Source: an optimization exercise on an open RTL-to-GDS flow (aim: small area and a short achievable clock period). Production flows keep margins and buffers that such runs may drop.
Function was checked by simulation only, so behaviour that the tests miss may differ from the original.

Design processor, start of the top module:
module processor
#(
	parameter DATA_WIDTH 	= 32,
	parameter OPCODE_WIDTH 	= 4,
	parameter ALU_OP_WIDTH  = 3,
	parameter DATAMEM_WIDTH = 8,
	parameter INSADDR_WIDTH	= 8,
	parameter INS_WIDTH		= OPCODE_WIDTH + DATAMEM_WIDTH
)
(
	input          clk, rst,
	input          [	INS_WIDTH-1:0] 	instr,
	output         [INSADDR_WIDTH-1:0] 	instr_addr,
	output         mem_wr,
	output         [ DATAMEM_WIDTH-1:0]	mem_addr,
	input  signed  [	DATA_WIDTH-1:0] mem_data_in,
	output signed  [	DATA_WIDTH-1:0] mem_data_out
);
wire [3:0]  op      = instr[11:8];
wire [7:0]  operand = instr[7:0];
wire [15:0] d = 16'd1 << op;
wire sel_mul = d[4] | d[11];
wire sel_m   = d[1] | d[3] | d[9] | d[10];
wire sel_a   = ~(d[1] | d[9] | d[4] | d[11]);
wire push    = d[8];
wire pop     = d[9] | d[10] | d[11];
reg  [11:0] acc_lo;            
reg  [19:0] acc_hx, acc_hy;    
reg         acc_hc;
wire [19:0] acc_hi;
wire [DATA_WIDTH-1:0] acc = {acc_hi, acc_lo};
add20c acc_add (.a(acc_hx), .b(acc_hy), .ci(acc_hc), .s(acc_hi));
wire [DATA_WIDTH-1:0] nx, ny;
alu alu (.m(mem_data_in), .acc(acc), .sel_mul(sel_mul), .sel_m(sel_m),
         .sel_a(sel_a), .nx(nx), .ny(ny));
wire [11:0] lo_sum;
wire        lo_carry;
add12 lo_add (.a(nx[11:0]), .b(ny[11:0]), .s(lo_sum), .co(lo_carry));
always @ (posedge clk or posedge rst) begin
	if (rst) begin
		acc_lo <= 12'd0;
		acc_hx <= 20'd0;
		acc_hy <= 20'd0;
		acc_hc <= 1'b0;
	end else begin
		acc_lo <= lo_sum;
		acc_hx <= nx[31:12];
		acc_hy <= ny[31:12];
		acc_hc <= lo_carry;
	end
end
wire nzero   = |acc;
wire pc_load = d[7] | (d[5] & nzero) | (d[6] & ~nzero);
reg [7:0] pc;
always @ (posedge clk or posedge rst) begin
	if (rst)
		pc <= 8'd0;
	else
		pc <= pc_load ? operand : pc + 8'd1;
end
reg  [7:0] top;                   
  ...
For scale: roughly 69 flip-flops, about 9300 um2 of cells after synthesis.
clock: 10.0 ns
lec_check: 0
abc_area: 1
cap_margin: 20
core_margin: 2
core_utilization: 40
cts_buf_list: sky130_fd_sc_hd__clkbuf_4 sky130_fd_sc_hd__clkbuf_8
setup_slack_margin: 5
slew_margin: 20
standard.sh (not shown) runs the stock make flow with config.mk's settings and CLKGATE_MAP_FILE= SYNTH_SCRIPT=/design/flow/synth_recipe.tcl, a recipe that flattens the netlist after the stock synthesis.
==> flow/flow/run.sh <==
#!/bin/bash
# Layout flow: the standard flow (standard.sh: ORFS synthesis to final
# layout, unchanged), with the port buffers made of plain buffers
# (sky130_fd_sc_hd__buf_N) instead of the delay buffer the resizer picks by
# default. Every input and output port still gets its own buffer.
export BUFFER_PORTS_ARGS="-buffer_cell sky130_fd_sc_hd__buf_${PORT_BUF:-2}"
bash standard.sh > standard.log 2>&1
Next try:
SETUP_SLACK_MARGIN = 4.8   (was 5)
=> The changed run finished clean; clock-buffer cell count increases by 4; synthesized cell count does not change; design area decreases by 0.83%; first-iteration DRC count increases by 4.5%; worst setup slack got worse by 0.16 ns; via count increases by 0.30%; routed wire length hardly moves; register-to-register slack hardly moves; area after synthesis does not change.


lane 1:
processor, a different RTL version from the one above (not shown whole).
Size in the first run: ~1000 cells after synthesis, roughly 48 flip-flops, ~95 I/O pins, roughly 0.0085 mm^2 of cells after synthesis.
Settings: LEC_CHECK=0, ABC_AREA=1, CAP_MARGIN=20, CORE_MARGIN=2, CORE_UTILIZATION=40, CTS_BUF_LIST=sky130_fd_sc_hd__clkbuf_4 sky130_fd_sc_hd__clkbuf_8, SETUP_SLACK_MARGIN=4, SLEW_MARGIN=20; clock period 10.0 ns.
Scripts as last shown in full above: flow/flow/run.sh
Lane 1: all stages complete, timing, DRC and antenna checks passed
For lane 2, these inputs were changed with respect to lane 1:
- changing SETUP_SLACK_MARGIN from 4 to 4.5
### Flow results
Between lane 1 and lane 2, pin slew with the least headroom to its limit decreased.
Re post-synthesis share of cell area spent on and, or, nand and nor gates: no difference whatsoever between lane 1 and lane 2.


== run 1 ==
processor again, from the RTL that the note above started with.
Settings: LEC_CHECK=0, ABC_AREA=1, CAP_MARGIN=20, CORE_MARGIN=2, CORE_UTILIZATION=40, CTS_BUF_LIST=sky130_fd_sc_hd__clkbuf_4 sky130_fd_sc_hd__clkbuf_8, SETUP_SLACK_MARGIN=3.6, SLEW_MARGIN=20; clock period 10.0 ns.
Scripts as last shown in full above: flow/flow/run.sh
Run 1 closes out successfully: all stages finished, all timing, DRC and antenna checks passed.
Modified inputs, run 2 compared to run 1
- SETUP_SLACK_MARGIN now 4, was 3.6
diff --git a/flow/flow/run.sh b/flow/flow/run.sh
--- a/flow/flow/run.sh
+++ b/flow/flow/run.sh
@@ -5,3 +5,3 @@
 # default. Every input and output port still gets its own buffer.
-export BUFFER_PORTS_ARGS="-buffer_cell sky130_fd_sc_hd__buf_${PORT_BUF:-2}"
+export BUFFER_PORTS_ARGS="-buffer_cell sky130_fd_sc_hd__buf_1"
 bash standard.sh > standard.log 2>&1
### Flow results
Final instance area grows by a little under 10% when moving from run 1 to run 2. Sort run 1 and run 2 by non-clock buffer count desc -> top: run 2. NOTE: critical path depth in run 2 falls short of that of run 1. Cmp run 1 and run 2 / worst slack on hold paths / higher: run 1. Run 2 vs. run 1: clock slew seen by the registers of the worst setup and hold paths lower, routed wire length on met2 higher.

## separate check: timing with driven ports
Ports are ideal in the flow. The routed layouts listed here were re-timed in OpenROAD. Step 1, drivers: a clkbuf_16 drives clk and a buf_2 each remaining input, both assumed. Step 2 adds t to the input delays and takes it off the output delays; t is the mean of the earliest and latest rising clock arrival at the registers after step 1. Input paths then give back, and output paths get back, about the clock's delay inside the block. Three values: ideal ports, drivers, drivers and shift; two values: the first two.
run	shift t [ns]	setup WS [ns]	worst setup path at the end	clock arrival spread, ns
the first run of note 1	0.401	5.084 / 5.053 / 4.712	input to register	0.011 / 0.011
the second run of note 1	0.393	4.921 / 4.947 / 4.554	input to register	0.016 / 0.016
lane 1	0.381	4.162 / 4.186 / 3.805	input to register	0.020 / 0.020
lane 2	0.356	4.294 / 4.269 / 3.913	input to register	0.008 / 0.008
run 1	0.390	3.913 / 3.936 / 3.546	input to register	0.026 / 0.025
run 2	0.390	4.204 / 4.224 / 3.834	input to register	0.018 / 0.018
After both steps setup and hold are still met in every run listed. The setup slack of lane 2, which loses most, moves by -0.025 ns with the drivers and by -0.381 ns with both steps.
